Context: an optimization exercise on an open-source flow, tuned for small area, a short achievable clock period and few clock cycles. The choices shown serve that exercise and are no tape-out recipe. Where RTL was checked, it was by simulation tests only, not by an equivalence proof against the original. Function not checked in run 1: the RTL went through the layout flow alone.

===== flow/design.v =====
`timescale 1ns/1ns
module FullAdder( input a, input b, input cin, output S, output cout );
assign S = a ^ b ^ cin;
assign cout = ( a & b ) | ( a & cin ) | ( b & cin );
endmodule
module HalfAdder( input a, input b, output S, output cout );
assign S = a ^ b;
assign cout = a & b;
endmodule
`timescale 1ns/1ns
module TotalALU( clk, dataA, dataB, Signal, control, Output, Busy, reset );
input reset ;
input clk ;
input [2:0] control ;
input [31:0] dataA ;
input [31:0] dataB ;
input [5:0] Signal ;
output [31:0] Output ;
output Busy ;
wire sub = Signal[1];
wire [31:0] bx = dataB ^ {32{sub}};
wire [31:0] sum;
wire cout;
wire [31:0] a_g = dataA & bx;
wire [31:0] a_p = dataA ^ bx;
wire a_g0c = a_g[0] | (a_p[0] & sub);
wire a_G1 = a_g[1] | (a_p[1] & a_g0c);
wire a_G2 = a_g[3] | (a_p[3] & a_g[2]);
wire a_P2 = a_p[3] & a_p[2];
wire a_G3 = a_g[5] | (a_p[5] & a_g[4]);
wire a_P3 = a_p[5] & a_p[4];
wire a_G4 = a_g[7] | (a_p[7] & a_g[6]);
wire a_P4 = a_p[7] & a_p[6];
wire a_G5 = a_g[9] | (a_p[9] & a_g[8]);
wire a_P5 = a_p[9] & a_p[8];
wire a_G6 = a_g[11] | (a_p[11] & a_g[10]);
wire a_P6 = a_p[11] & a_p[10];
wire a_G7 = a_g[13] | (a_p[13] & a_g[12]);
wire a_P7 = a_p[13] & a_p[12];
wire a_G8 = a_g[15] | (a_p[15] & a_g[14]);
wire a_P8 = a_p[15] & a_p[14];
wire a_G9 = a_g[17] | (a_p[17] & a_g[16]);
wire a_P9 = a_p[17] & a_p[16];
wire a_G10 = a_g[19] | (a_p[19] & a_g[18]);
wire a_P10 = a_p[19] & a_p[18];
wire a_G11 = a_g[21] | (a_p[21] & a_g[20]);
wire a_P11 = a_p[21] & a_p[20];
wire a_G12 = a_g[23] | (a_p[23] & a_g[22]);
wire a_P12 = a_p[23] & a_p[22];
wire a_G13 = a_g[25] | (a_p[25] & a_g[24]);
wire a_P13 = a_p[25] & a_p[24];
wire a_G14 = a_g[27] | (a_p[27] & a_g[26]);
wire a_P14 = a_p[27] & a_p[26];
wire a_G15 = a_g[29] | (a_p[29] & a_g[28]);
wire a_P15 = a_p[29] & a_p[28];
wire a_G16 = a_g[31] | (a_p[31] & a_g[30]);
wire a_P16 = a_p[31] & a_p[30];
wire a_G17 = a_G2 | (a_P2 & a_G1);
wire a_G18 = a_G4 | (a_P4 & a_G3);
wire a_P18 = a_P4 & a_P3;
wire a_G19 = a_G6 | (a_P6 & a_G5);
wire a_P19 = a_P6 & a_P5;
wire a_G20 = a_G8 | (a_P8 & a_G7);
wire a_P20 = a_P8 & a_P7;
wire a_G21 = a_G10 | (a_P10 & a_G9);
wire a_P21 = a_P10 & a_P9;
wire a_G22 = a_G12 | (a_P12 & a_G11);
wire a_P22 = a_P12 & a_P11;
wire a_G23 = a_G14 | (a_P14 & a_G13);
wire a_P23 = a_P14 & a_P13;
wire a_G24 = a_G16 | (a_P16 & a_G15);
wire a_P24 = a_P16 & a_P15;
wire a_G25 = a_G18 | (a_P18 & a_G17);
wire a_G26 = a_G20 | (a_P20 & a_G19);
wire a_P26 = a_P20 & a_P19;
wire a_G27 = a_G22 | (a_P22 & a_G21);
wire a_P27 = a_P22 & a_P21;
wire a_G28 = a_G24 | (a_P24 & a_G23);
wire a_P28 = a_P24 & a_P23;
wire a_G29 = a_G26 | (a_P26 & a_G25);
wire a_G30 = a_G28 | (a_P28 & a_G27);
wire a_P30 = a_P28 & a_P27;
wire a_G31 = a_G30 | (a_P30 & a_G29);
wire a_G32 = a_G27 | (a_P27 & a_G29);
wire a_G33 = a_G19 | (a_P19 & a_G25);
wire a_G34 = a_G21 | (a_P21 & a_G29);
wire a_G35 = a_G23 | (a_P23 & a_G32);
wire a_G36 = a_G3 | (a_P3 & a_G17);
wire a_G37 = a_G5 | (a_P5 & a_G25);
wire a_G38 = a_G7 | (a_P7 & a_G33);
wire a_G39 = a_G9 | (a_P9 & a_G29);
wire a_G40 = a_G11 | (a_P11 & a_G34);
wire a_G41 = a_G13 | (a_P13 & a_G32);
wire a_G42 = a_G15 | (a_P15 & a_G35);
wire a_G43 = a_g[2] | (a_p[2] & a_G1);
wire a_G44 = a_g[4] | (a_p[4] & a_G17);
wire a_G45 = a_g[6] | (a_p[6] & a_G36);
wire a_G46 = a_g[8] | (a_p[8] & a_G25);
wire a_G47 = a_g[10] | (a_p[10] & a_G37);
wire a_G48 = a_g[12] | (a_p[12] & a_G33);
wire a_G49 = a_g[14] | (a_p[14] & a_G38);
wire a_G50 = a_g[16] | (a_p[16] & a_G29);
wire a_G51 = a_g[18] | (a_p[18] & a_G39);
wire a_G52 = a_g[20] | (a_p[20] & a_G34);
wire a_G53 = a_g[22] | (a_p[22] & a_G40);
wire a_G54 = a_g[24] | (a_p[24] & a_G32);
wire a_G55 = a_g[26] | (a_p[26] & a_G41);
wire a_G56 = a_g[28] | (a_p[28] & a_G35);
wire a_G57 = a_g[30] | (a_p[30] & a_G42);
wire [31:0] a_c = {a_G57, a_G42, a_G56, a_G35, a_G55, a_G41, a_G54, a_G32, a_G53, a_G40, a_G52, a_G34, a_G51, a_G39, a_G50, a_G29, a_G49, a_G38, a_G48, a_G33, a_G47, a_G37, a_G46, a_G25, a_G45, a_G36, a_G44, a_G17, a_G43, a_G1, a_g0c, sub};
assign sum = a_p ^ a_c;
assign cout = a_G31;
wire lt = ~cout;
wire [31:0] shl = dataA << dataB[4:0];
reg [64:0] P;
reg [31:0] A;
reg [1:0]  cnt;
assign Busy = cnt != 2'd0;
wire accept = ( Signal == 6'd25 ) & ~Busy;
wire [31:0] mc = accept ? dataA : A;
wire [8:0] mb = Busy ? { P[8] & ( cnt != 2'd1 ), P[7:0] } : { dataB[8:1], 1'b0 };
wire [32:0] acc = Busy ? P[64:32] : { 1'b0, mc & {32{dataB[0]}} };
wire neg0 = mb[2];
wire one0 = mb[1] ^ mb[0];
wire two0 = ( mb[2] & ~mb[1] & ~mb[0] ) | ( ~mb[2] & mb[1] & mb[0] );
wire [32:0] x0 = ( ( {1'b0, mc} & {33{one0}} ) | ( {mc, 1'b0} & {33{two0}} ) ) ^ {33{neg0}};
wire neg1 = mb[4];
wire one1 = mb[3] ^ mb[2];
wire two1 = ( mb[4] & ~mb[3] & ~mb[2] ) | ( ~mb[4] & mb[3] & mb[2] );
wire [32:0] x1 = ( ( {1'b0, mc} & {33{one1}} ) | ( {mc, 1'b0} & {33{two1}} ) ) ^ {33{neg1}};
wire neg2 = mb[6];
wire one2 = mb[5] ^ mb[4];
wire two2 = ( mb[6] & ~mb[5] & ~mb[4] ) | ( ~mb[6] & mb[5] & mb[4] );
wire [32:0] x2 = ( ( {1'b0, mc} & {33{one2}} ) | ( {mc, 1'b0} & {33{two2}} ) ) ^ {33{neg2}};
wire neg3 = mb[8];
wire one3 = mb[7] ^ mb[6];
wire two3 = ( mb[8] & ~mb[7] & ~mb[6] ) | ( ~mb[8] & mb[7] & mb[6] );
wire [32:0] x3 = ( ( {1'b0, mc} & {33{one3}} ) | ( {mc, 1'b0} & {33{two3}} ) ) ^ {33{neg3}};
wire [23:0] rest = Busy ? P[31:8] : dataB[31:8];
wire s1;
wire c2;
wire s3;
wire c4;
wire s5;
wire c6;
wire s7;
wire c8;
wire s9;
wire c10;
wire s11;
wire c12;
wire s13;
wire c14;
wire s15;
wire c16;
wire s17;
wire c18;
wire s19;
wire c20;
wire s21;
wire c22;
wire s23;
wire c24;
wire s25;
wire c26;
wire s27;
wire c28;
wire s29;
wire c30;
wire s31;
wire c32;
wire s33;
wire c34;
wire s35;
wire c36;
wire s37;
wire c38;
wire s39;
wire c40;
wire s41;
wire c42;
wire s43;
wire c44;
wire s45;
wire c46;
wire s47;
wire c48;
wire s49;
wire c50;
wire s51;
wire c52;
wire s53;
wire c54;
wire s55;
wire c56;
wire s57;
wire c58;
wire s59;
wire c60;
wire s61;
wire c62;
wire s63;
wire c64;
wire s65;
wire c66;
wire s67;
wire c68;
wire s69;
wire c70;
wire s71;
wire c72;
wire s73;
wire c74;
wire s75;
wire c76;
wire s77;
wire c78;
wire s79;
wire c80;
wire s81;
wire c82;
wire s83;
wire c84;
wire s85;
wire c86;
wire s87;
wire c88;
wire s89;
wire c90;
wire s91;
wire c92;
wire s93;
wire c94;
wire s95;
wire c96;
wire s97;
wire c98;
wire s99;
wire c100;
wire s101;
wire c102;
wire s103;
wire c104;
wire s105;
wire c106;
wire s107;
wire c108;
wire s109;
wire c110;
wire s111;
wire c112;
wire s113;
wire c114;
wire s115;
wire c116;
wire s117;
wire c118;
wire s119;
wire c120;
wire s121;
wire c122;
wire s123;
wire c124;
wire s125;
wire c126;
wire s127;
wire c128;
wire s129;
wire c130;
wire s131;
wire c132;
wire s133;
wire c134;
wire s135;
wire c136;
wire s137;
wire c138;
wire s139;
wire c140;
wire s141;
wire c142;
wire s143;
wire c144;
wire s145;
wire c146;
wire s147;
wire c148;
wire s149;
wire c150;
wire s151;
wire c152;
wire s153;
wire c154;
wire s155;
wire c156;
wire s157;
wire c158;
wire s159;
wire c160;
wire s161;
wire c162;
wire s163;
wire c164;
wire s165;
wire c166;
wire s167;
wire c168;
wire s169;
wire c170;
wire s171;
wire c172;
wire s173;
wire c174;
wire s175;
wire c176;
wire s177;
wire c178;
wire s179;
wire c180;
wire s181;
wire c182;
wire s183;
wire c184;
wire s185;
wire c186;
wire s187;
wire c188;
wire s189;
wire c190;
wire s191;
wire c192;
wire s193;
wire c194;
wire s195;
wire c196;
wire s197;
wire c198;
wire s199;
wire c200;
wire s201;
wire c202;
wire s203;
wire c204;
wire s205;
wire c206;
wire s207;
wire c208;
wire s209;
wire c210;
wire s211;
wire c212;
wire s213;
wire c214;
wire s215;
wire c216;
wire s217;
wire c218;
wire s219;
wire c220;
wire s221;
wire c222;
wire s223;
wire c224;
wire s225;
wire c226;
wire s227;
wire c228;
wire s229;
wire c230;
wire s231;
wire c232;
wire s233;
wire c234;
wire s235;
wire c236;
wire s237;
wire c238;
wire s239;
wire c240;
wire s241;
wire c242;
wire s243;
wire c244;
wire s245;
wire c246;
wire s247;
wire c248;
wire s249;
wire c250;
wire s251;
wire c252;
wire s253;
wire c254;
wire s255;
wire c256;
wire s257;
wire c258;
wire s259;
wire c260;
wire s261;
wire c262;
wire s263;
wire c264;
wire s265;
wire c266;
wire s267;
wire c268;
wire s269;
wire c270;
wire s271;
wire c272;
HalfAdder u_s1 ( .a(acc[5]), .b(x0[4]), .S(s1), .cout(c2) );
HalfAdder u_s3 ( .a(acc[6]), .b(x0[5]), .S(s3), .cout(c4) );
FullAdder u_s5 ( .a(acc[7]), .b(x0[6]), .cin(x1[4]), .S(s5), .cout(c6) );
HalfAdder u_s7 ( .a(x2[2]), .b(x3[0]), .S(s7), .cout(c8) );
FullAdder u_s9 ( .a(acc[8]), .b(x0[7]), .cin(x1[5]), .S(s9), .cout(c10) );
HalfAdder u_s11 ( .a(x2[3]), .b(x3[1]), .S(s11), .cout(c12) );
FullAdder u_s13 ( .a(acc[9]), .b(x0[8]), .cin(x1[6]), .S(s13), .cout(c14) );
HalfAdder u_s15 ( .a(x2[4]), .b(x3[2]), .S(s15), .cout(c16) );
FullAdder u_s17 ( .a(acc[10]), .b(x0[9]), .cin(x1[7]), .S(s17), .cout(c18) );
HalfAdder u_s19 ( .a(x2[5]), .b(x3[3]), .S(s19), .cout(c20) );
FullAdder u_s21 ( .a(acc[11]), .b(x0[10]), .cin(x1[8]), .S(s21), .cout(c22) );
HalfAdder u_s23 ( .a(x2[6]), .b(x3[4]), .S(s23), .cout(c24) );
FullAdder u_s25 ( .a(acc[12]), .b(x0[11]), .cin(x1[9]), .S(s25), .cout(c26) );
HalfAdder u_s27 ( .a(x2[7]), .b(x3[5]), .S(s27), .cout(c28) );
FullAdder u_s29 ( .a(acc[13]), .b(x0[12]), .cin(x1[10]), .S(s29), .cout(c30) );
HalfAdder u_s31 ( .a(x2[8]), .b(x3[6]), .S(s31), .cout(c32) );
FullAdder u_s33 ( .a(acc[14]), .b(x0[13]), .cin(x1[11]), .S(s33), .cout(c34) );
HalfAdder u_s35 ( .a(x2[9]), .b(x3[7]), .S(s35), .cout(c36) );
FullAdder u_s37 ( .a(acc[15]), .b(x0[14]), .cin(x1[12]), .S(s37), .cout(c38) );
HalfAdder u_s39 ( .a(x2[10]), .b(x3[8]), .S(s39), .cout(c40) );
FullAdder u_s41 ( .a(acc[16]), .b(x0[15]), .cin(x1[13]), .S(s41), .cout(c42) );
HalfAdder u_s43 ( .a(x2[11]), .b(x3[9]), .S(s43), .cout(c44) );
FullAdder u_s45 ( .a(acc[17]), .b(x0[16]), .cin(x1[14]), .S(s45), .cout(c46) );
HalfAdder u_s47 ( .a(x2[12]), .b(x3[10]), .S(s47), .cout(c48) );
FullAdder u_s49 ( .a(acc[18]), .b(x0[17]), .cin(x1[15]), .S(s49), .cout(c50) );
HalfAdder u_s51 ( .a(x2[13]), .b(x3[11]), .S(s51), .cout(c52) );
FullAdder u_s53 ( .a(acc[19]), .b(x0[18]), .cin(x1[16]), .S(s53), .cout(c54) );
HalfAdder u_s55 ( .a(x2[14]), .b(x3[12]), .S(s55), .cout(c56) );
FullAdder u_s57 ( .a(acc[20]), .b(x0[19]), .cin(x1[17]), .S(s57), .cout(c58) );
HalfAdder u_s59 ( .a(x2[15]), .b(x3[13]), .S(s59), .cout(c60) );
FullAdder u_s61 ( .a(acc[21]), .b(x0[20]), .cin(x1[18]), .S(s61), .cout(c62) );
HalfAdder u_s63 ( .a(x2[16]), .b(x3[14]), .S(s63), .cout(c64) );
FullAdder u_s65 ( .a(acc[22]), .b(x0[21]), .cin(x1[19]), .S(s65), .cout(c66) );
HalfAdder u_s67 ( .a(x2[17]), .b(x3[15]), .S(s67), .cout(c68) );
FullAdder u_s69 ( .a(acc[23]), .b(x0[22]), .cin(x1[20]), .S(s69), .cout(c70) );
HalfAdder u_s71 ( .a(x2[18]), .b(x3[16]), .S(s71), .cout(c72) );
FullAdder u_s73 ( .a(acc[24]), .b(x0[23]), .cin(x1[21]), .S(s73), .cout(c74) );
HalfAdder u_s75 ( .a(x2[19]), .b(x3[17]), .S(s75), .cout(c76) );
FullAdder u_s77 ( .a(acc[25]), .b(x0[24]), .cin(x1[22]), .S(s77), .cout(c78) );
HalfAdder u_s79 ( .a(x2[20]), .b(x3[18]), .S(s79), .cout(c80) );
FullAdder u_s81 ( .a(acc[26]), .b(x0[25]), .cin(x1[23]), .S(s81), .cout(c82) );
HalfAdder u_s83 ( .a(x2[21]), .b(x3[19]), .S(s83), .cout(c84) );
FullAdder u_s85 ( .a(acc[27]), .b(x0[26]), .cin(x1[24]), .S(s85), .cout(c86) );
HalfAdder u_s87 ( .a(x2[22]), .b(x3[20]), .S(s87), .cout(c88) );
FullAdder u_s89 ( .a(acc[28]), .b(x0[27]), .cin(x1[25]), .S(s89), .cout(c90) );
HalfAdder u_s91 ( .a(x2[23]), .b(x3[21]), .S(s91), .cout(c92) );
FullAdder u_s93 ( .a(acc[29]), .b(x0[28]), .cin(x1[26]), .S(s93), .cout(c94) );
HalfAdder u_s95 ( .a(x2[24]), .b(x3[22]), .S(s95), .cout(c96) );
FullAdder u_s97 ( .a(acc[30]), .b(x0[29]), .cin(x1[27]), .S(s97), .cout(c98) );
HalfAdder u_s99 ( .a(x2[25]), .b(x3[23]), .S(s99), .cout(c100) );
FullAdder u_s101 ( .a(acc[31]), .b(x0[30]), .cin(x1[28]), .S(s101), .cout(c102) );
HalfAdder u_s103 ( .a(x2[26]), .b(x3[24]), .S(s103), .cout(c104) );
FullAdder u_s105 ( .a(~acc[32]), .b(x0[31]), .cin(x1[29]), .S(s105), .cout(c106) );
HalfAdder u_s107 ( .a(x2[27]), .b(~x3[25]), .S(s107), .cout(c108) );
FullAdder u_s109 ( .a(x0[32]), .b(x1[30]), .cin(x2[28]), .S(s109), .cout(c110) );
HalfAdder u_s111 ( .a(x3[26]), .b(~x3[25]), .S(s111), .cout(c112) );
FullAdder u_s113 ( .a(~neg0), .b(x1[31]), .cin(x2[29]), .S(s113), .cout(c114) );
HalfAdder u_s115 ( .a(x3[27]), .b(x3[25]), .S(s115), .cout(c116) );
HalfAdder u_s117 ( .a(x1[32]), .b(x2[30]), .S(s117), .cout(c118) );
HalfAdder u_s119 ( .a(~neg1), .b(x2[31]), .S(s119), .cout(c120) );
HalfAdder u_s121 ( .a(acc[3]), .b(x0[2]), .S(s121), .cout(c122) );
HalfAdder u_s123 ( .a(acc[4]), .b(x0[3]), .S(s123), .cout(c124) );
FullAdder u_s125 ( .a(x1[2]), .b(x2[0]), .cin(neg2), .S(s125), .cout(c126) );
FullAdder u_s127 ( .a(x1[3]), .b(x2[1]), .cin(c2), .S(s127), .cout(c128) );
FullAdder u_s129 ( .a(neg3), .b(c4), .cin(s5), .S(s129), .cout(c130) );
FullAdder u_s131 ( .a(c6), .b(c8), .cin(s9), .S(s131), .cout(c132) );
FullAdder u_s133 ( .a(c10), .b(c12), .cin(s13), .S(s133), .cout(c134) );
FullAdder u_s135 ( .a(c14), .b(c16), .cin(s17), .S(s135), .cout(c136) );
FullAdder u_s137 ( .a(c18), .b(c20), .cin(s21), .S(s137), .cout(c138) );
FullAdder u_s139 ( .a(c22), .b(c24), .cin(s25), .S(s139), .cout(c140) );
FullAdder u_s141 ( .a(c26), .b(c28), .cin(s29), .S(s141), .cout(c142) );
FullAdder u_s143 ( .a(c30), .b(c32), .cin(s33), .S(s143), .cout(c144) );
FullAdder u_s145 ( .a(c34), .b(c36), .cin(s37), .S(s145), .cout(c146) );
FullAdder u_s147 ( .a(c38), .b(c40), .cin(s41), .S(s147), .cout(c148) );
FullAdder u_s149 ( .a(c42), .b(c44), .cin(s45), .S(s149), .cout(c150) );
FullAdder u_s151 ( .a(c46), .b(c48), .cin(s49), .S(s151), .cout(c152) );
FullAdder u_s153 ( .a(c50), .b(c52), .cin(s53), .S(s153), .cout(c154) );
FullAdder u_s155 ( .a(c54), .b(c56), .cin(s57), .S(s155), .cout(c156) );
FullAdder u_s157 ( .a(c58), .b(c60), .cin(s61), .S(s157), .cout(c158) );
FullAdder u_s159 ( .a(c62), .b(c64), .cin(s65), .S(s159), .cout(c160) );
FullAdder u_s161 ( .a(c66), .b(c68), .cin(s69), .S(s161), .cout(c162) );
FullAdder u_s163 ( .a(c70), .b(c72), .cin(s73), .S(s163), .cout(c164) );
FullAdder u_s165 ( .a(c74), .b(c76), .cin(s77), .S(s165), .cout(c166) );
FullAdder u_s167 ( .a(c78), .b(c80), .cin(s81), .S(s167), .cout(c168) );
FullAdder u_s169 ( .a(c82), .b(c84), .cin(s85), .S(s169), .cout(c170) );
FullAdder u_s171 ( .a(c86), .b(c88), .cin(s89), .S(s171), .cout(c172) );
FullAdder u_s173 ( .a(c90), .b(c92), .cin(s93), .S(s173), .cout(c174) );
FullAdder u_s175 ( .a(c94), .b(c96), .cin(s97), .S(s175), .cout(c176) );
FullAdder u_s177 ( .a(c98), .b(c100), .cin(s101), .S(s177), .cout(c178) );
FullAdder u_s179 ( .a(c102), .b(c104), .cin(s105), .S(s179), .cout(c180) );
FullAdder u_s181 ( .a(c106), .b(c108), .cin(s109), .S(s181), .cout(c182) );
FullAdder u_s183 ( .a(c110), .b(c112), .cin(s113), .S(s183), .cout(c184) );
FullAdder u_s185 ( .a(~x3[28]), .b(c114), .cin(c116), .S(s185), .cout(c186) );
FullAdder u_s187 ( .a(x3[29]), .b(x3[28]), .cin(c118), .S(s187), .cout(c188) );
HalfAdder u_s189 ( .a(x2[32]), .b(~x3[30]), .S(s189), .cout(c190) );
HalfAdder u_s191 ( .a(~neg2), .b(x3[31]), .S(s191), .cout(c192) );
HalfAdder u_s193 ( .a(acc[1]), .b(x0[0]), .S(s193), .cout(c194) );
HalfAdder u_s195 ( .a(acc[2]), .b(x0[1]), .S(s195), .cout(c196) );
FullAdder u_s197 ( .a(x1[0]), .b(neg1), .cin(s121), .S(s197), .cout(c198) );
FullAdder u_s199 ( .a(x1[1]), .b(c122), .cin(s123), .S(s199), .cout(c200) );
FullAdder u_s201 ( .a(s1), .b(c124), .cin(s125), .S(s201), .cout(c202) );
FullAdder u_s203 ( .a(s3), .b(c126), .cin(s127), .S(s203), .cout(c204) );
FullAdder u_s205 ( .a(s7), .b(c128), .cin(s129), .S(s205), .cout(c206) );
FullAdder u_s207 ( .a(s11), .b(c130), .cin(s131), .S(s207), .cout(c208) );
FullAdder u_s209 ( .a(s15), .b(c132), .cin(s133), .S(s209), .cout(c210) );
FullAdder u_s211 ( .a(s19), .b(c134), .cin(s135), .S(s211), .cout(c212) );
FullAdder u_s213 ( .a(s23), .b(c136), .cin(s137), .S(s213), .cout(c214) );
FullAdder u_s215 ( .a(s27), .b(c138), .cin(s139), .S(s215), .cout(c216) );
FullAdder u_s217 ( .a(s31), .b(c140), .cin(s141), .S(s217), .cout(c218) );
FullAdder u_s219 ( .a(s35), .b(c142), .cin(s143), .S(s219), .cout(c220) );
FullAdder u_s221 ( .a(s39), .b(c144), .cin(s145), .S(s221), .cout(c222) );
FullAdder u_s223 ( .a(s43), .b(c146), .cin(s147), .S(s223), .cout(c224) );
FullAdder u_s225 ( .a(s47), .b(c148), .cin(s149), .S(s225), .cout(c226) );
FullAdder u_s227 ( .a(s51), .b(c150), .cin(s151), .S(s227), .cout(c228) );
FullAdder u_s229 ( .a(s55), .b(c152), .cin(s153), .S(s229), .cout(c230) );
FullAdder u_s231 ( .a(s59), .b(c154), .cin(s155), .S(s231), .cout(c232) );
FullAdder u_s233 ( .a(s63), .b(c156), .cin(s157), .S(s233), .cout(c234) );
FullAdder u_s235 ( .a(s67), .b(c158), .cin(s159), .S(s235), .cout(c236) );
FullAdder u_s237 ( .a(s71), .b(c160), .cin(s161), .S(s237), .cout(c238) );
FullAdder u_s239 ( .a(s75), .b(c162), .cin(s163), .S(s239), .cout(c240) );
FullAdder u_s241 ( .a(s79), .b(c164), .cin(s165), .S(s241), .cout(c242) );
FullAdder u_s243 ( .a(s83), .b(c166), .cin(s167), .S(s243), .cout(c244) );
FullAdder u_s245 ( .a(s87), .b(c168), .cin(s169), .S(s245), .cout(c246) );
FullAdder u_s247 ( .a(s91), .b(c170), .cin(s171), .S(s247), .cout(c248) );
FullAdder u_s249 ( .a(s95), .b(c172), .cin(s173), .S(s249), .cout(c250) );
FullAdder u_s251 ( .a(s99), .b(c174), .cin(s175), .S(s251), .cout(c252) );
FullAdder u_s253 ( .a(s103), .b(c176), .cin(s177), .S(s253), .cout(c254) );
FullAdder u_s255 ( .a(s107), .b(c178), .cin(s179), .S(s255), .cout(c256) );
FullAdder u_s257 ( .a(s111), .b(c180), .cin(s181), .S(s257), .cout(c258) );
FullAdder u_s259 ( .a(s115), .b(c182), .cin(s183), .S(s259), .cout(c260) );
FullAdder u_s261 ( .a(s117), .b(c184), .cin(s185), .S(s261), .cout(c262) );
FullAdder u_s263 ( .a(s119), .b(c186), .cin(s187), .S(s263), .cout(c264) );
FullAdder u_s265 ( .a(c120), .b(c188), .cin(s189), .S(s265), .cout(c266) );
FullAdder u_s267 ( .a(x3[30]), .b(c190), .cin(s191), .S(s267), .cout(c268) );
HalfAdder u_s269 ( .a(~x3[32]), .b(c192), .S(s269), .cout(c270) );
HalfAdder u_s271 ( .a(~neg3), .b(x3[32]), .S(s271), .cout(c272) );
wire [40:0] ra = {c270, c268, c266, c264, c262, c260, c258, c256, c254, c252, c250, c248, c246, c244, c242, c240, c238, c236, c234, c232, c230, c228, c226, c224, c222, c220, c218, c216, c214, c212, c210, c208, c206, c204, c202, c200, c198, c196, c194, neg0, acc[0]};
wire [40:0] rb = {s271, s269, s267, s265, s263, s261, s259, s257, s255, s253, s251, s249, s247, s245, s243, s241, s239, s237, s235, s233, s231, s229, s227, s225, s223, s221, s219, s217, s215, s213, s211, s209, s207, s205, s203, s201, s199, s197, s195, s193, 1'b0};
wire [40:0] t;
wire [40:0] m_g = ra & rb;
wire [40:0] m_p = ra ^ rb;
wire m_G1 = m_g[1] | (m_p[1] & m_g[0]);
wire m_G2 = m_g[3] | (m_p[3] & m_g[2]);
wire m_P2 = m_p[3] & m_p[2];
wire m_G3 = m_g[5] | (m_p[5] & m_g[4]);
wire m_P3 = m_p[5] & m_p[4];
wire m_G4 = m_g[7] | (m_p[7] & m_g[6]);
wire m_P4 = m_p[7] & m_p[6];
wire m_G5 = m_g[9] | (m_p[9] & m_g[8]);
wire m_P5 = m_p[9] & m_p[8];
wire m_G6 = m_g[11] | (m_p[11] & m_g[10]);
wire m_P6 = m_p[11] & m_p[10];
wire m_G7 = m_g[13] | (m_p[13] & m_g[12]);
wire m_P7 = m_p[13] & m_p[12];
wire m_G8 = m_g[15] | (m_p[15] & m_g[14]);
wire m_P8 = m_p[15] & m_p[14];
wire m_G9 = m_g[17] | (m_p[17] & m_g[16]);
wire m_P9 = m_p[17] & m_p[16];
wire m_G10 = m_g[19] | (m_p[19] & m_g[18]);
wire m_P10 = m_p[19] & m_p[18];
wire m_G11 = m_g[21] | (m_p[21] & m_g[20]);
wire m_P11 = m_p[21] & m_p[20];
wire m_G12 = m_g[23] | (m_p[23] & m_g[22]);
wire m_P12 = m_p[23] & m_p[22];
wire m_G13 = m_g[25] | (m_p[25] & m_g[24]);
wire m_P13 = m_p[25] & m_p[24];
wire m_G14 = m_g[27] | (m_p[27] & m_g[26]);
wire m_P14 = m_p[27] & m_p[26];
wire m_G15 = m_g[29] | (m_p[29] & m_g[28]);
wire m_P15 = m_p[29] & m_p[28];
wire m_G16 = m_g[31] | (m_p[31] & m_g[30]);
wire m_P16 = m_p[31] & m_p[30];
wire m_G17 = m_g[33] | (m_p[33] & m_g[32]);
wire m_P17 = m_p[33] & m_p[32];
wire m_G18 = m_g[35] | (m_p[35] & m_g[34]);
wire m_P18 = m_p[35] & m_p[34];
wire m_G19 = m_g[37] | (m_p[37] & m_g[36]);
wire m_P19 = m_p[37] & m_p[36];
wire m_G20 = m_g[39] | (m_p[39] & m_g[38]);
wire m_P20 = m_p[39] & m_p[38];
wire m_G21 = m_g[2] | (m_p[2] & m_G1);
wire m_G22 = m_G2 | (m_P2 & m_G1);
wire m_G23 = m_g[6] | (m_p[6] & m_G3);
wire m_P23 = m_p[6] & m_P3;
wire m_G24 = m_G4 | (m_P4 & m_G3);
wire m_P24 = m_P4 & m_P3;
wire m_G25 = m_g[10] | (m_p[10] & m_G5);
wire m_P25 = m_p[10] & m_P5;
wire m_G26 = m_G6 | (m_P6 & m_G5);
wire m_P26 = m_P6 & m_P5;
wire m_G27 = m_g[14] | (m_p[14] & m_G7);
wire m_P27 = m_p[14] & m_P7;
wire m_G28 = m_G8 | (m_P8 & m_G7);
wire m_P28 = m_P8 & m_P7;
wire m_G29 = m_g[18] | (m_p[18] & m_G9);
wire m_P29 = m_p[18] & m_P9;
wire m_G30 = m_G10 | (m_P10 & m_G9);
wire m_P30 = m_P10 & m_P9;
wire m_G31 = m_g[22] | (m_p[22] & m_G11);
wire m_P31 = m_p[22] & m_P11;
wire m_G32 = m_G12 | (m_P12 & m_G11);
wire m_P32 = m_P12 & m_P11;
wire m_G33 = m_g[26] | (m_p[26] & m_G13);
wire m_P33 = m_p[26] & m_P13;
wire m_G34 = m_G14 | (m_P14 & m_G13);
wire m_P34 = m_P14 & m_P13;
wire m_G35 = m_g[30] | (m_p[30] & m_G15);
wire m_P35 = m_p[30] & m_P15;
wire m_G36 = m_G16 | (m_P16 & m_G15);
wire m_P36 = m_P16 & m_P15;
wire m_G37 = m_g[34] | (m_p[34] & m_G17);
wire m_P37 = m_p[34] & m_P17;
wire m_G38 = m_G18 | (m_P18 & m_G17);
wire m_P38 = m_P18 & m_P17;
wire m_G39 = m_g[38] | (m_p[38] & m_G19);
wire m_P39 = m_p[38] & m_P19;
wire m_G40 = m_G20 | (m_P20 & m_G19);
wire m_P40 = m_P20 & m_P19;
wire m_G41 = m_g[4] | (m_p[4] & m_G22);
wire m_G42 = m_G3 | (m_P3 & m_G22);
wire m_G43 = m_G23 | (m_P23 & m_G22);
wire m_G44 = m_G24 | (m_P24 & m_G22);
wire m_G45 = m_g[12] | (m_p[12] & m_G26);
wire m_P45 = m_p[12] & m_P26;
wire m_G46 = m_G7 | (m_P7 & m_G26);
wire m_P46 = m_P7 & m_P26;
wire m_G47 = m_G27 | (m_P27 & m_G26);
wire m_P47 = m_P27 & m_P26;
wire m_G48 = m_G28 | (m_P28 & m_G26);
wire m_P48 = m_P28 & m_P26;
wire m_G49 = m_g[20] | (m_p[20] & m_G30);
wire m_P49 = m_p[20] & m_P30;
wire m_G50 = m_G11 | (m_P11 & m_G30);
wire m_P50 = m_P11 & m_P30;
wire m_G51 = m_G31 | (m_P31 & m_G30);
wire m_P51 = m_P31 & m_P30;
wire m_G52 = m_G32 | (m_P32 & m_G30);
wire m_P52 = m_P32 & m_P30;
wire m_G53 = m_g[28] | (m_p[28] & m_G34);
wire m_P53 = m_p[28] & m_P34;
wire m_G54 = m_G15 | (m_P15 & m_G34);
wire m_P54 = m_P15 & m_P34;
wire m_G55 = m_G35 | (m_P35 & m_G34);
wire m_P55 = m_P35 & m_P34;
wire m_G56 = m_G36 | (m_P36 & m_G34);
wire m_P56 = m_P36 & m_P34;
wire m_G57 = m_g[36] | (m_p[36] & m_G38);
wire m_P57 = m_p[36] & m_P38;
wire m_G58 = m_G19 | (m_P19 & m_G38);
wire m_P58 = m_P19 & m_P38;
wire m_G59 = m_G39 | (m_P39 & m_G38);
wire m_P59 = m_P39 & m_P38;
wire m_G60 = m_G40 | (m_P40 & m_G38);
wire m_P60 = m_P40 & m_P38;
wire m_G61 = m_g[8] | (m_p[8] & m_G44);
wire m_G62 = m_G5 | (m_P5 & m_G44);
wire m_G63 = m_G25 | (m_P25 & m_G44);
wire m_G64 = m_G26 | (m_P26 & m_G44);
wire m_G65 = m_G45 | (m_P45 & m_G44);
wire m_G66 = m_G46 | (m_P46 & m_G44);
wire m_G67 = m_G47 | (m_P47 & m_G44);
wire m_G68 = m_G48 | (m_P48 & m_G44);
wire m_G69 = m_g[24] | (m_p[24] & m_G52);
wire m_P69 = m_p[24] & m_P52;
wire m_G70 = m_G13 | (m_P13 & m_G52);
wire m_P70 = m_P13 & m_P52;
wire m_G71 = m_G33 | (m_P33 & m_G52);
wire m_P71 = m_P33 & m_P52;
wire m_G72 = m_G34 | (m_P34 & m_G52);
wire m_P72 = m_P34 & m_P52;
wire m_G73 = m_G53 | (m_P53 & m_G52);
wire m_P73 = m_P53 & m_P52;
wire m_G74 = m_G54 | (m_P54 & m_G52);
wire m_P74 = m_P54 & m_P52;
wire m_G75 = m_G55 | (m_P55 & m_G52);
wire m_P75 = m_P55 & m_P52;
wire m_G76 = m_G56 | (m_P56 & m_G52);
wire m_P76 = m_P56 & m_P52;
wire m_G77 = m_g[40] | (m_p[40] & m_G60);
wire m_P77 = m_p[40] & m_P60;
wire m_G78 = m_g[16] | (m_p[16] & m_G68);
wire m_G79 = m_G9 | (m_P9 & m_G68);
wire m_G80 = m_G29 | (m_P29 & m_G68);
wire m_G81 = m_G30 | (m_P30 & m_G68);
wire m_G82 = m_G49 | (m_P49 & m_G68);
wire m_G83 = m_G50 | (m_P50 & m_G68);
wire m_G84 = m_G51 | (m_P51 & m_G68);
wire m_G85 = m_G52 | (m_P52 & m_G68);
wire m_G86 = m_G69 | (m_P69 & m_G68);
wire m_G87 = m_G70 | (m_P70 & m_G68);
wire m_G88 = m_G71 | (m_P71 & m_G68);
wire m_G89 = m_G72 | (m_P72 & m_G68);
wire m_G90 = m_G73 | (m_P73 & m_G68);
wire m_G91 = m_G74 | (m_P74 & m_G68);
wire m_G92 = m_G75 | (m_P75 & m_G68);
wire m_G93 = m_G76 | (m_P76 & m_G68);
wire m_G94 = m_g[32] | (m_p[32] & m_G93);
wire m_G95 = m_G17 | (m_P17 & m_G93);
wire m_G96 = m_G37 | (m_P37 & m_G93);
wire m_G97 = m_G38 | (m_P38 & m_G93);
wire m_G98 = m_G57 | (m_P57 & m_G93);
wire m_G99 = m_G58 | (m_P58 & m_G93);
wire m_G100 = m_G59 | (m_P59 & m_G93);
wire m_G101 = m_G60 | (m_P60 & m_G93);
wire m_G102 = m_G77 | (m_P77 & m_G93);
wire [40:0] m_c = {m_G101, m_G100, m_G99, m_G98, m_G97, m_G96, m_G95, m_G94, m_G93, m_G92, m_G91, m_G90, m_G89, m_G88, m_G87, m_G86, m_G85, m_G84, m_G83, m_G82, m_G81, m_G80, m_G79, m_G78, m_G68, m_G67, m_G66, m_G65, m_G64, m_G63, m_G62, m_G61, m_G44, m_G43, m_G42, m_G41, m_G22, m_G21, m_G1, m_g[0], 1'b0};
assign t = m_p ^ m_c;
always @( posedge clk ) begin
  A <= mc;
  if ( reset ) begin
    P <= 65'd0;
    cnt <= 2'd0;
  end else if ( accept | Busy ) begin
    P <= { t, rest };
    cnt <= cnt - 2'd1;
  end
end
wire isAND = Signal == 6'd36;
wire isOR  = Signal == 6'd37;
wire isAS  = ( Signal == 6'd32 ) | ( Signal == 6'd34 );
wire isSLT = Signal == 6'd42;
wire isSLL = Signal == 6'd0;
wire isHI  = Signal == 6'd16;
wire isLO  = Signal == 6'd18;
assign Output = ( {32{isAND}} & ( dataA & dataB ) )
              | ( {32{isOR}}  & ( dataA | dataB ) )
              | ( {32{isAS}}  & sum )
              | { 31'd0, isSLT & lt }
              | ( {32{isSLL}} & shl )
              | ( {32{isHI}}  & P[63:32] )
              | ( {32{isLO}}  & P[31:0] );
endmodule

===== flow/flow/run.sh =====
#!/bin/bash
# Layout: the standard flow (standard.sh: standard synthesis, floorplan,
# placement, CTS, routing), with two changes:
#  - the port buffers are buf_1 cells (repair_timing upsizes the critical ones) rather than the delay cells buffer_ports
#    picks by default (every input and output port still gets a buffer);
#  - repair_timing aims for SETUP_SLACK_MARGIN ns more setup slack than the
#    clock needs, so it shortens the port-to-port paths that set the period.
# The clock, its period and the I/O constraints are the standard flow's, unchanged.
set -euo pipefail
MARGIN=${MARGIN:-11}
bash standard.sh "SETUP_SLACK_MARGIN=$MARGIN" \
  "BUFFER_PORTS_ARGS=-buffer_cell sky130_fd_sc_hd__buf_1" REMOVE_ABC_BUFFERS=1 finish > standard_flow.log 2>&1

===== flow/standard.sh =====
#!/bin/bash
# synth_recipe.tcl (not shown) runs the flow's synth.tcl, then flattens the netlist and writes it again
# the make line also repeats each setting of config.mk as NAME=value (left out here)
make -C /OpenROAD-flow-scripts/flow DESIGN_CONFIG=/design/flow/config.mk WORK_HOME=/design/flow/orfs CLKGATE_MAP_FILE= SYNTH_SCRIPT=/design/flow/synth_recipe.tcl "${@:-finish}"

===== flow/config.mk =====
export PLATFORM = sky130hd
export DESIGN_NAME = TotalALU
export DESIGN_NICKNAME = TotalALU
export VERILOG_FILES = /design/flow/design.v
export SDC_FILE = /design/flow/constraint.sdc
export NUM_CORES = 4
export LEC_CHECK = 0
export CAP_MARGIN = 20
export CORE_MARGIN = 2
export CORE_UTILIZATION = 40
export SLEW_MARGIN = 20
export SYNTH_HIERARCHICAL = 1
export SYNTH_MINIMUM_KEEP_SIZE = 0

===== flow/constraint.sdc =====
create_clock -name core_clock -period 24.0 [get_ports {clk}]
set_input_delay 4.8000 -clock core_clock [delete_from_list [all_inputs] [get_ports {clk}]]
set_output_delay 4.8000 -clock core_clock [all_outputs]
set_load 0.01 [all_outputs]

==> results of run 1 <==
==> how the worst min path moves through the flow <==
stage	cells after the start	slack, ns	endpoint	startpoint
6_report	2	0.48	P[27]	P[27]
2_1_floorplan	2	0.44	P[52]	P[52]
5_1_grt	2	0.52	P[27]	P[27]
4_1_cts	2	0.49	P[27]	P[27]
3_3_place_gp	2	0.47	P[27]	P[27]
3_5_place_dp	2	0.47	P[27]	P[27]
==> cell type report <==
class / instances / area, um2 / share of cell area (%)
repair buffers: 160 / 1025 / 6.192
clock buffers: 10 / 239.0 / 1.444
clock inverters: 6 / 73.82 / 0.4461
diodes: 1 / 2.502 / 0.01512
well taps: 468 / 585.6 / 3.538
multi-input cells: 1398 / 12330 / 74.50
inverters: 83 / 311.5 / 1.883
flip-flops and latches: 99 / 1982 / 11.98
==> modules after synthesis (local to each module, per instance) <==
module     flip-flops and latches  cells inside  times used
FullAdder                       0             1          96
TotalALU                       99          1566           1
HalfAdder                       0             1          40
==> timing repair <==
item	CTS	global route
endpoints found under the setup margin	21	20
hold buffers	0	0
setup buffers	10	7
pin swaps	28	23
resized for setup	68	31
gates cloned	4	1
==> cell families after synthesis <==
logic type	Yosys count	synth area share, %
fa+ha+maj	258	27.41
mux	84	7.225
flops	99	13.45
compound gates	489	22.75
xor+xnor	206	12.24
simple gates	361	11.04
buf+inv	205	5.884
==> layout by cell type, fill, tap and decap left out, types with 15 or more instances in the layout <==
cell type    n
nor2_1      88
xor2_1      40
a21oi_1     67
o21ai_0     51
xnor2_1    156
nand2_1    168
mux4_2      15
mux2i_1     51
ha_1       111
buf_4       44
a211oi_1    17
buf_1       90
a21oi_2     19
a21o_1      25
maj3_1      27
o211ai_1    16
inv_1       79
fa_1       112
a311oi_1    25
o22ai_1    131
o2bb2ai_1   25
dfxtp_1     99
nand3_1     18
==> critical path: cells and delay by family <==
kind	cells	cell delay, ns
compound gates	9	1.76
xor+xnor	1	0.20
fa+ha+maj	2	0.81
buf+inv	3	0.48
simple gates	3	0.45
==> per-stage QoR <==
stage / std cells / hold slack (ns)
after floorplan: 1580 / 0.4384
after global placement: 2186 / 0.4689
after detailed placement: 2186 / 0.4726
after CTS: 2216 / 0.4854
after global routing: 2224 / 0.5215
final: 2225 / 0.4847
==> sequential cells by signal, summed over array words and instances, names as in the netlist <==
| name | flops |
|---|---|
| P | 65 |
| A | 32 |
| cnt | 2 |
==> layer usage <==
layer | vias to the layer above | global-route usage, % | part of all wire (%)
met4 | 0 | 11.28 | 4.0
met5 | - | 0 | 0
li1 | 6269 | - | -
met3 | 101 | 4.195 | 8.2
met1 | 6914 | 38.10 | 42
met2 | 694 | 45.71 | 46
==> summary.txt, run 1 <==
* Worst flop-to-flop path endpoint: P[55]
* CTS tree: built
* Ranking of synthesized cells by area: fa_1 16%, dfxtp_1 13%, ha_1 9.7%, xnor2_1 9.4%, o22ai_1 5.6%
* CP Class: input port to output port
* Post-synth top flop: dfxtp_1
* Tcrit/Tclk final at 55.43%
* Initial drt markers at 1,471
* Synth warn at 7
* Largest net degree at the start of global routing at 75
* Placer Congestion at 0.9494
* Status: no timing/DRC/antenna violations
* First-pass GRT wire length at 83,590 um
* Post-synthesis sequential area ratio at 13.45%
* Worst R2R Start: cnt[0]
* Root buf cell: clkbuf_16
* Worst-path fanout max at 7
* Slew @ Worst Pin at 1.130 ns
* Post-Syn Area at 0.01474 mm2
* Register bit total from synthesis at 99
* Hpwl dp at 39,040 um
* Post-synth EDFFs at 0
* R2r setup slk at 16.75 ns
* Die Y at 195.9 um
* Grt ovf at 0
* Critical path startpoint: Signal[1]
* Setup crit end: Output[30]
* Chip width at 195.9 um
* CP max stage cell: fa_2
* Slew Viols, Final at 0
* Slowest stage delay, CP at 0.53 ns
* # setup viols final at 0
* Syn-to-layout area delta at 12.29%
* Final Skew at 0.01169 ns
* CTS H-tree lvls at 3
* Data arrival, critical path at 8.50 ns
* CP Capture Type: output port
* Via density at 6.282
* CTS clk-pin slew, worst paths at 0.08 ns
* Total GRT Usage at 28.29%
* Final ANT Viol Nets at 0
* Cell taking the most area after synthesis: fa_1
* Port Buf Inserts at 104
* Top Ports at 108
* Fin nets at 2,057
* Min Tclk post-route at 13.30 ns
* HP Class: register to register
* Relative slew slack at 23.98%
* Startpoint Class: input port
* Post-layout util at 45.42%
* CP required at 19.20 ns
* Commonest cells post-synth: 169 x nand2_1, 159 x xnor2_1, 131 x o22ai_1
* Vias in the first global route at 13,720
* Yosys top cell area share at 15.89%
* Fill count at 3,558
* Via count at 13,980
* CTS Buf Count at 9
* Max-cap violations at 0
* Fraction of layout cells with a size suffix above 1 at 12.24%
* Initial core utilization at 40.45%
* Core Box Area at 0.03643 mm2
* Most frequent cell after synthesis: nand2_1
* CTS max path bufs at 2
* Number of distinct library cells after synthesis at 84
* Cells along the critical path: clkbuf_16 > buf_12 > xor2_4 > ha_4 > a21o_1 > nand4_1 > a21oi_4 > o21ai_2 > a211oi_2 > nor2_2 > o2111a_1 > nor3_4 > a21oi_2 > fa_2 > o21ai_1 > a221oi_2 > o211ai_1 > buf_2
* Worst Reg2Reg Path Length in Cells at 24
* # rows at 70
* Fin area at 0.01655 mm2
* Fin Setup TNS at 0 ns
* # DRC at 0
* Clk sinks at 99
* Final hold vios at 0
* Post-DP Area at 0.01554 mm2
* Achievable frequency at 75.17 MHz
* Post-Synthesis Cells at 1,702
* Detailed Routing Iterations Pass 1 at 6
* RSZ-0062 raised after global routing: yes
* Place WS at 9.471 ns
* Final WL at 54,110 um
* Routed wire per std cell at 24.32 um
* Initial antenna violation count at 1
* Final WS setup at 10.70 ns
* Syn avg cell area at 8.658 um2
* Die ar. at 0.03839 mm2
* Async set-reset flop share out of synthesis at 0%
* Clk Latency, worst-skew pair at 0.38 ns
==> run 2, diff against run 1 <==
--- a/flow/design.v
+++ b/flow/design.v
@@ -55,61 +55,107 @@
 wire a_P15 = a_p[29] & a_p[28];
 wire a_G16 = a_g[31] | (a_p[31] & a_g[30]);
 wire a_P16 = a_p[31] & a_p[30];
-wire a_G17 = a_G2 | (a_P2 & a_G1);
-wire a_G18 = a_G4 | (a_P4 & a_G3);
-wire a_P18 = a_P4 & a_P3;
-wire a_G19 = a_G6 | (a_P6 & a_G5);
-wire a_P19 = a_P6 & a_P5;
-wire a_G20 = a_G8 | (a_P8 & a_G7);
-wire a_P20 = a_P8 & a_P7;
-wire a_G21 = a_G10 | (a_P10 & a_G9);
-wire a_P21 = a_P10 & a_P9;
-wire a_G22 = a_G12 | (a_P12 & a_G11);
-wire a_P22 = a_P12 & a_P11;
-wire a_G23 = a_G14 | (a_P14 & a_G13);
-wire a_P23 = a_P14 & a_P13;
-wire a_G24 = a_G16 | (a_P16 & a_G15);
-wire a_P24 = a_P16 & a_P15;
-wire a_G25 = a_G18 | (a_P18 & a_G17);
-wire a_G26 = a_G20 | (a_P20 & a_G19);
-wire a_P26 = a_P20 & a_P19;
-wire a_G27 = a_G22 | (a_P22 & a_G21);
-wire a_P27 = a_P22 & a_P21;
-wire a_G28 = a_G24 | (a_P24 & a_G23);
-wire a_P28 = a_P24 & a_P23;
-wire a_G29 = a_G26 | (a_P26 & a_G25);
-wire a_G30 = a_G28 | (a_P28 & a_G27);
-wire a_P30 = a_P28 & a_P27;
-wire a_G31 = a_G30 | (a_P30 & a_G29);
-wire a_G32 = a_G27 | (a_P27 & a_G29);
-wire a_G33 = a_G19 | (a_P19 & a_G25);
-wire a_G34 = a_G21 | (a_P21 & a_G29);
-wire a_G35 = a_G23 | (a_P23 & a_G32);
-wire a_G36 = a_G3 | (a_P3 & a_G17);
-wire a_G37 = a_G5 | (a_P5 & a_G25);
-wire a_G38 = a_G7 | (a_P7 & a_G33);
-wire a_G39 = a_G9 | (a_P9 & a_G29);
-wire a_G40 = a_G11 | (a_P11 & a_G34);
-wire a_G41 = a_G13 | (a_P13 & a_G32);
-wire a_G42 = a_G15 | (a_P15 & a_G35);
-wire a_G43 = a_g[2] | (a_p[2] & a_G1);
-wire a_G44 = a_g[4] | (a_p[4] & a_G17);
-wire a_G45 = a_g[6] | (a_p[6] & a_G36);
-wire a_G46 = a_g[8] | (a_p[8] & a_G25);
-wire a_G47 = a_g[10] | (a_p[10] & a_G37);
-wire a_G48 = a_g[12] | (a_p[12] & a_G33);
-wire a_G49 = a_g[14] | (a_p[14] & a_G38);
-wire a_G50 = a_g[16] | (a_p[16] & a_G29);
-wire a_G51 = a_g[18] | (a_p[18] & a_G39);
-wire a_G52 = a_g[20] | (a_p[20] & a_G34);
-wire a_G53 = a_g[22] | (a_p[22] & a_G40);
-wire a_G54 = a_g[24] | (a_p[24] & a_G32);
-wire a_G55 = a_g[26] | (a_p[26] & a_G41);
-wire a_G56 = a_g[28] | (a_p[28] & a_G35);
-wire a_G57 = a_g[30] | (a_p[30] & a_G42);
-wire [31:0] a_c = {a_G57, a_G42, a_G56, a_G35, a_G55, a_G41, a_G54, a_G32, a_G53, a_G40, a_G52, a_G34, a_G51, a_G39, a_G50, a_G29, a_G49, a_G38, a_G48, a_G33, a_G47, a_G37, a_G46, a_G25, a_G45, a_G36, a_G44, a_G17, a_G43, a_G1, a_g0c, sub};
+wire a_G17 = a_g[2] | (a_p[2] & a_G1);
+wire a_G18 = a_G2 | (a_P2 & a_G1);
+wire a_G19 = a_g[6] | (a_p[6] & a_G3);
+wire a_P19 = a_p[6] & a_P3;
+wire a_G20 = a_G4 | (a_P4 & a_G3);
+wire a_P20 = a_P4 & a_P3;
+wire a_G21 = a_g[10] | (a_p[10] & a_G5);
+wire a_P21 = a_p[10] & a_P5;
+wire a_G22 = a_G6 | (a_P6 & a_G5);
+wire a_P22 = a_P6 & a_P5;
+wire a_G23 = a_g[14] | (a_p[14] & a_G7);
+wire a_P23 = a_p[14] & a_P7;
+wire a_G24 = a_G8 | (a_P8 & a_G7);
+wire a_P24 = a_P8 & a_P7;
+wire a_G25 = a_g[18] | (a_p[18] & a_G9);
+wire a_P25 = a_p[18] & a_P9;
+wire a_G26 = a_G10 | (a_P10 & a_G9);
+wire a_P26 = a_P10 & a_P9;
+wire a_G27 = a_g[22] | (a_p[22] & a_G11);
+wire a_P27 = a_p[22] & a_P11;
+wire a_G28 = a_G12 | (a_P12 & a_G11);
+wire a_P28 = a_P12 & a_P11;
+wire a_G29 = a_g[26] | (a_p[26] & a_G13);
+wire a_P29 = a_p[26] & a_P13;
+wire a_G30 = a_G14 | (a_P14 & a_G13);
+wire a_P30 = a_P14 & a_P13;
+wire a_G31 = a_g[30] | (a_p[30] & a_G15);
+wire a_P31 = a_p[30] & a_P15;
+wire a_G32 = a_G16 | (a_P16 & a_G15);
+wire a_P32 = a_P16 & a_P15;
+wire a_G33 = a_g[4] | (a_p[4] & a_G18);
+wire a_G34 = a_G3 | (a_P3 & a_G18);
+wire a_G35 = a_G19 | (a_P19 & a_G18);
+wire a_G36 = a_G20 | (a_P20 & a_G18);
+wire a_G37 = a_g[12] | (a_p[12] & a_G22);
+wire a_P37 = a_p[12] & a_P22;
+wire a_G38 = a_G7 | (a_P7 & a_G22);
+wire a_P38 = a_P7 & a_P22;
+wire a_G39 = a_G23 | (a_P23 & a_G22);
+wire a_P39 = a_P23 & a_P22;
+wire a_G40 = a_G24 | (a_P24 & a_G22);
+wire a_P40 = a_P24 & a_P22;
+wire a_G41 = a_g[20] | (a_p[20] & a_G26);
+wire a_P41 = a_p[20] & a_P26;
+wire a_G42 = a_G11 | (a_P11 & a_G26);
+wire a_P42 = a_P11 & a_P26;
+wire a_G43 = a_G27 | (a_P27 & a_G26);
+wire a_P43 = a_P27 & a_P26;
+wire a_G44 = a_G28 | (a_P28 & a_G26);
+wire a_P44 = a_P28 & a_P26;
+wire a_G45 = a_g[28] | (a_p[28] & a_G30);
+wire a_P45 = a_p[28] & a_P30;
+wire a_G46 = a_G15 | (a_P15 & a_G30);
+wire a_P46 = a_P15 & a_P30;
+wire a_G47 = a_G31 | (a_P31 & a_G30);
+wire a_P47 = a_P31 & a_P30;
+wire a_G48 = a_G32 | (a_P32 & a_G30);
+wire a_P48 = a_P32 & a_P30;
+wire a_G49 = a_g[8] | (a_p[8] & a_G36);
+wire a_G50 = a_G5 | (a_P5 & a_G36);
+wire a_G51 = a_G21 | (a_P21 & a_G36);
+wire a_G52 = a_G22 | (a_P22 & a_G36);
+wire a_G53 = a_G37 | (a_P37 & a_G36);
+wire a_G54 = a_G38 | (a_P38 & a_G36);
+wire a_G55 = a_G39 | (a_P39 & a_G36);
+wire a_G56 = a_G40 | (a_P40 & a_G36);
+wire a_G57 = a_g[24] | (a_p[24] & a_G44);
+wire a_P57 = a_p[24] & a_P44;
+wire a_G58 = a_G13 | (a_P13 & a_G44);
+wire a_P58 = a_P13 & a_P44;
+wire a_G59 = a_G29 | (a_P29 & a_G44);
+wire a_P59 = a_P29 & a_P44;
+wire a_G60 = a_G30 | (a_P30 & a_G44);
+wire a_P60 = a_P30 & a_P44;
+wire a_G61 = a_G45 | (a_P45 & a_G44);
+wire a_P61 = a_P45 & a_P44;
+wire a_G62 = a_G46 | (a_P46 & a_G44);
+wire a_P62 = a_P46 & a_P44;
+wire a_G63 = a_G47 | (a_P47 & a_G44);
+wire a_P63 = a_P47 & a_P44;
+wire a_G64 = a_G48 | (a_P48 & a_G44);
+wire a_P64 = a_P48 & a_P44;
+wire a_G65 = a_g[16] | (a_p[16] & a_G56);
+wire a_G66 = a_G9 | (a_P9 & a_G56);
+wire a_G67 = a_G25 | (a_P25 & a_G56);
+wire a_G68 = a_G26 | (a_P26 & a_G56);
+wire a_G69 = a_G41 | (a_P41 & a_G56);
+wire a_G70 = a_G42 | (a_P42 & a_G56);
+wire a_G71 = a_G43 | (a_P43 & a_G56);
+wire a_G72 = a_G44 | (a_P44 & a_G56);
+wire a_G73 = a_G57 | (a_P57 & a_G56);
+wire a_G74 = a_G58 | (a_P58 & a_G56);
+wire a_G75 = a_G59 | (a_P59 & a_G56);
+wire a_G76 = a_G60 | (a_P60 & a_G56);
+wire a_G77 = a_G61 | (a_P61 & a_G56);
+wire a_G78 = a_G62 | (a_P62 & a_G56);
+wire a_G79 = a_G63 | (a_P63 & a_G56);
+wire a_G80 = a_G64 | (a_P64 & a_G56);
+wire [31:0] a_c = {a_G79, a_G78, a_G77, a_G76, a_G75, a_G74, a_G73, a_G72, a_G71, a_G70, a_G69, a_G68, a_G67, a_G66, a_G65, a_G56, a_G55, a_G54, a_G53, a_G52, a_G51, a_G50, a_G49, a_G36, a_G35, a_G34, a_G33, a_G18, a_G17, a_G1, a_g0c, sub};
 assign sum = a_p ^ a_c;
-assign cout = a_G31;
+assign cout = a_G80;
 wire lt = ~cout;
 wire [31:0] shl = dataA << dataB[4:0];
 reg [64:0] P;
--- a/flow/flow/run.sh
+++ b/flow/flow/run.sh
@@ -7,6 +7,6 @@
 #    clock needs, so it shortens the port-to-port paths that set the period.
 # The clock, its period and the I/O constraints are the standard flow's, unchanged.
 set -euo pipefail
-MARGIN=${MARGIN:-11}
+MARGIN=${MARGIN:-11.25}
 bash standard.sh "SETUP_SLACK_MARGIN=$MARGIN" \
   "BUFFER_PORTS_ARGS=-buffer_cell sky130_fd_sc_hd__buf_1" REMOVE_ABC_BUFFERS=1 finish > standard_flow.log 2>&1
==> run 2 against run 1 <==
Compared with the run above: largest cell class unchanged; critical path depth is 2 lower; sequential cell count did not move; critical path type unchanged; via count up 3.5%; highest routed layer is now met5.
==> summary.txt, run 2 <==
* Grt ovf at 0 (unchanged)
* Slowest stage delay, CP at 0.36 ns (was 0.53 ns)
* Final WL at 57,930 um (was 54,110 um)
* CP max stage cell: fa_2 (unchanged)
* Initial core utilization at 40.50% (was 40.45%)
* Fin area at 0.01665 mm2 (was 0.01655 mm2)
* Max-cap violations at 0 (unchanged)
* HP Class: register to register (unchanged)
* Hpwl dp at 41,120 um (was 39,040 um)
* First-pass GRT wire length at 85,700 um (was 83,590 um)
* Syn-to-layout area delta at 12.84% (was 12.29%)
* Clk sinks at 99 (unchanged)
* Vias in the first global route at 13,930 (was 13,720)
* Commonest cells post-synth: 175 x nand2_1, 162 x xnor2_1, 130 x o22ai_1 (was 169 x nand2_1, 159 x xnor2_1, 131 x o22ai_1)
* Commonest non-fill, non-tap cells in the layout: 172 x nand2_1, 158 x xnor2_1, 130 x o22ai_1 (was 168 x nand2_1, 156 x xnor2_1, 131 x o22ai_1)
* Total GRT Usage at 29.29% (was 28.29%)
* DP Cell Count at 2,211 (was 2,186)
* CP required at 19.20 ns (about the same)
* RSZ-0062 raised after global routing: yes (unchanged)
* Yosys top cell area share at 14.38% (was 15.89%)
* Slew @ Worst Pin at 1.157 ns (was 1.130 ns)
* Async set-reset flop share out of synthesis at 0% (unchanged)
* Initial drt markers at 1,752 (was 1,471)
* Synth warn at 7 (unchanged)
* Tcrit/Tclk final at 53.02% (was 55.43%)
* Most common cell after layout, fill and taps aside: nand2_1 (unchanged)
* Die Y at 196.1 um (was 195.9 um)
* CTS clk-pin slew, worst paths at 0.08 ns (about the same)
* Via count at 14,470 (was 13,980)
* Number of distinct library cells after synthesis at 82 (was 84)
* Top Registers: P x65, A x32, cnt x2 (unchanged)
* Fill count at 3,628 (was 3,558)
* Port Buf Inserts at 104 (unchanged)
* Post-route non-filler standard cell count at 2,260 (was 2,225)
* Register bit total from synthesis at 99 (unchanged)
* Clk Latency, worst-skew pair at 0.38 ns (about the same)
* Min Tclk post-route at 12.72 ns (was 13.30 ns)
* Startpoint Class: input port (unchanged)
* Final Skew at 0.01525 ns (was 0.01169 ns)
* Post-synthesis sequential area ratio at 13.43% (was 13.45%)
* # DRC at 0 (unchanged)
* Max reg flops at 65 (unchanged)
* Top Ports at 108 (unchanged)
* CTS H-tree lvls at 3 (unchanged)
* Largest net degree at the start of global routing at 56 (was 75)
* Core Box Area at 0.03643 mm2 (unchanged)
* Relative slew slack at 22.67% (was 23.98%)
* Routed length on met3 at 5196 um (was 4413 um)
* CTS Buf Count at 9 (unchanged)
* Fin nets at 2,082 (was 2,057)
* Post-Synthesis Cells at 1,730 (was 1,702)
* Status: no timing/DRC/antenna violations (unchanged)
* Biggest register: P (unchanged)
* Via density at 6.401 (was 6.282)
* Ranking of synthesized cells by area: fa_1 14%, dfxtp_1 13%, ha_1 9.7%, xnor2_1 9.6%, o22ai_1 5.5% (was fa_1 16%, dfxtp_1 13%, ha_1 9.7%, xnor2_1 9.4%, o22ai_1 5.6%)
* Most frequent cell after synthesis: nand2_1 (unchanged)
* CP Capture Type: output port (unchanged)
* Final ANT Viol Nets at 0 (unchanged)
* DR WL met2 at 26,180 um (was 25,040 um)
* CTS tree: built (unchanged)
* N_diodes at 0 (was 1)
* Post-synth EDFFs at 0 (unchanged)
* Root buf cell: clkbuf_16 (unchanged)
* Data arrival, critical path at 7.92 ns (was 8.50 ns)
* Cells along the critical path: buf_12 > buf_12 > xor2_2 > fa_2 > a211o_1 > a21oi_4 > a21oi_4 > o211a_4 > nor2_4 > o21ai_4 > a2111oi_4 > buf_4 > nor2_4 > mux2i_1 > o21ai_2 > buf_2 (was clkbuf_16 > buf_12 > xor2_4 > ha_4 > a21o_1 > nand4_1 > a21oi_4 > o21ai_2 > a211oi_2 > nor2_2 > o2111a_1 > nor3_4 > a21oi_2 > fa_2 > o21ai_1 > a221oi_2 > o211ai_1 > buf_2)
* Slew Viols, Final at 0 (unchanged)
* Post-DP Area at 0.01561 mm2 (was 0.01554 mm2)
* CTS max path bufs at 2 (unchanged)
* Syn avg cell area at 8.531 um2 (was 8.658 um2)
* Final hold vios at 0 (unchanged)
* Die ar. at 0.03845 mm2 (was 0.03839 mm2)
* # setup viols final at 0 (unchanged)
* # rows at 70 (unchanged)
* DR top layer: met5 (was met4)
* Cell taking the most area after synthesis: fa_1 (unchanged)
* Routed wire per std cell at 25.63 um (was 24.32 um)
* Placer Congestion at 0.9317 (was 0.9494)
* Fin Setup TNS at 0 ns (unchanged)
* CP Class: input port to output port (unchanged)
* Initial antenna violation count at 1 (unchanged)
* Detailed Routing Iterations Pass 1 at 6 (unchanged)
* Chip width at 196.1 um (was 195.9 um)
* Post-synth top flop: dfxtp_1 (unchanged)
* M1 wire length at 23,660 um (was 22,520 um)
* Post-Syn Area at 0.01476 mm2 (was 0.01474 mm2)
* Min Hold Slack at 0.5095 ns (was 0.4847 ns)
* Fraction of layout cells with a size suffix above 1 at 12.05% (was 12.24%)
* CTS Hold Bufs at 0 (unchanged)
* Worst-path fanout max at 5 (was 7)
* Achievable frequency at 78.59 MHz (was 75.17 MHz)
## run 2: cell types whose count changed in the layout (fill, tap and decap cells not counted), sizes merged, moves of 9 or more
cell   change
a21o       -9
a21oi     +32
fa        -11
maj3      -11
mux2i     +10
nor2b     +12
## run 2: kinds of logic after synthesis
logic type / share of synthesized area [%]
compound gates: 24.33
simple gates: 11.05
flops: 13.43
fa+ha+maj: 25.13
mux: 8.309
buf+inv: 5.172
xor+xnor: 12.58
## run 2: worst paths after layout
| kind | startpoint | end | slack [ns] | cells after the start |
|---|---|---|---|---|
| setup reg to reg | cnt[0] | P[63] | 15.70 | 24 |
| hold / removal | P[31] | P[31] | 0.51 | 2 |
| setup / recovery | dataB[1] | Output[31] | 11.28 | 16 |
| hold reg to reg | P[31] | P[31] | 0.51 | 2 |
## run 2: layout make-up
cell class	count	area, um2	area share [%]
Clock buffer	10	239.0	1.435
Inverter	77	291.5	1.751
Timing Repair Buffer	167	1131	6.792
Multi-Input combinational cell	1433	12370	74.26
Sequential cell	99	1982	11.90
Clock inverter	6	57.56	0.3456
Tap cell	468	585.6	3.516
## run 2: repair_timing
action / 4_1_cts / 5_1_grt
gates cloned: 3 / 5
setup endpoints to repair: 18 / 6
gates resized for setup: 39 / 50
pin swaps: 13 / 19
setup buffers: 6 / 19
## run 2: critical path: cells and delay by family
kind	cells	cell delay, ns
AO/OA/AOI/OAI	7	1.61
adder cells (fa/ha/maj)	1	0.36
XOR/XNOR	1	0.17
buffers and inverters	4	0.64
multiplexers	1	0.17
AND/OR/NAND/NOR	2	0.16
## run 2: layer usage
metal | up-vias | global-route usage, %
met2 | 879 | 47.21
met3 | 166 | 4.951
met5 | - | 0
met4 | 2 | 12.79
met1 | 7017 | 38.67
li1 | 6403 | -
## run 2: stage by stage
step	worst slack, ns	util [%]
floorplan	10.89	-
global placement	10.54	42.85
detailed placement	10.52	42.85
CTS	11.26	44.51
global route	11.20	45.70
finish	11.28	45.70
## run 2: modules after synthesis (local to each module, per instance)
| module | cells | area (um2) | flip-flops and latches | times used |
|---|---|---|---|---|
| TotalALU | 1594 | 12340 | 99 | 1 |
| HalfAdder | 1 | 12.51 | 0 | 40 |
| FullAdder | 1 | 20.02 | 0 | 96 |
Testbench counts of run 2, summed over its fixed seeds: cycles 4,330.

port drivers added, routing unchanged:
The results above use ideal ports. As a check the final layouts listed here were re-extracted and re-timed, cells and wires unchanged. Step 1 assumes that a clkbuf_16 drives the clock port and a buf_2 every other input. Step 2 also shifts input and output timing later by t, the mid clock arrival at the registers, as if the neighbouring blocks saw the same clock. Slacks: ideal / step 1 / step 2; pairs: ideal / step 1.
run	shift t [ns]	slack for setup (ns)	cell pins on the clock port's net
run 1	0.426	10.697 / 10.651 / 10.651	1
run 2	0.427	11.275 / 11.227 / 11.227	1
After both steps every run listed still meets setup and hold. For run 2, which loses most, drivers alone change the setup slack by -0.048 ns; drivers and shift together by -0.048 ns.
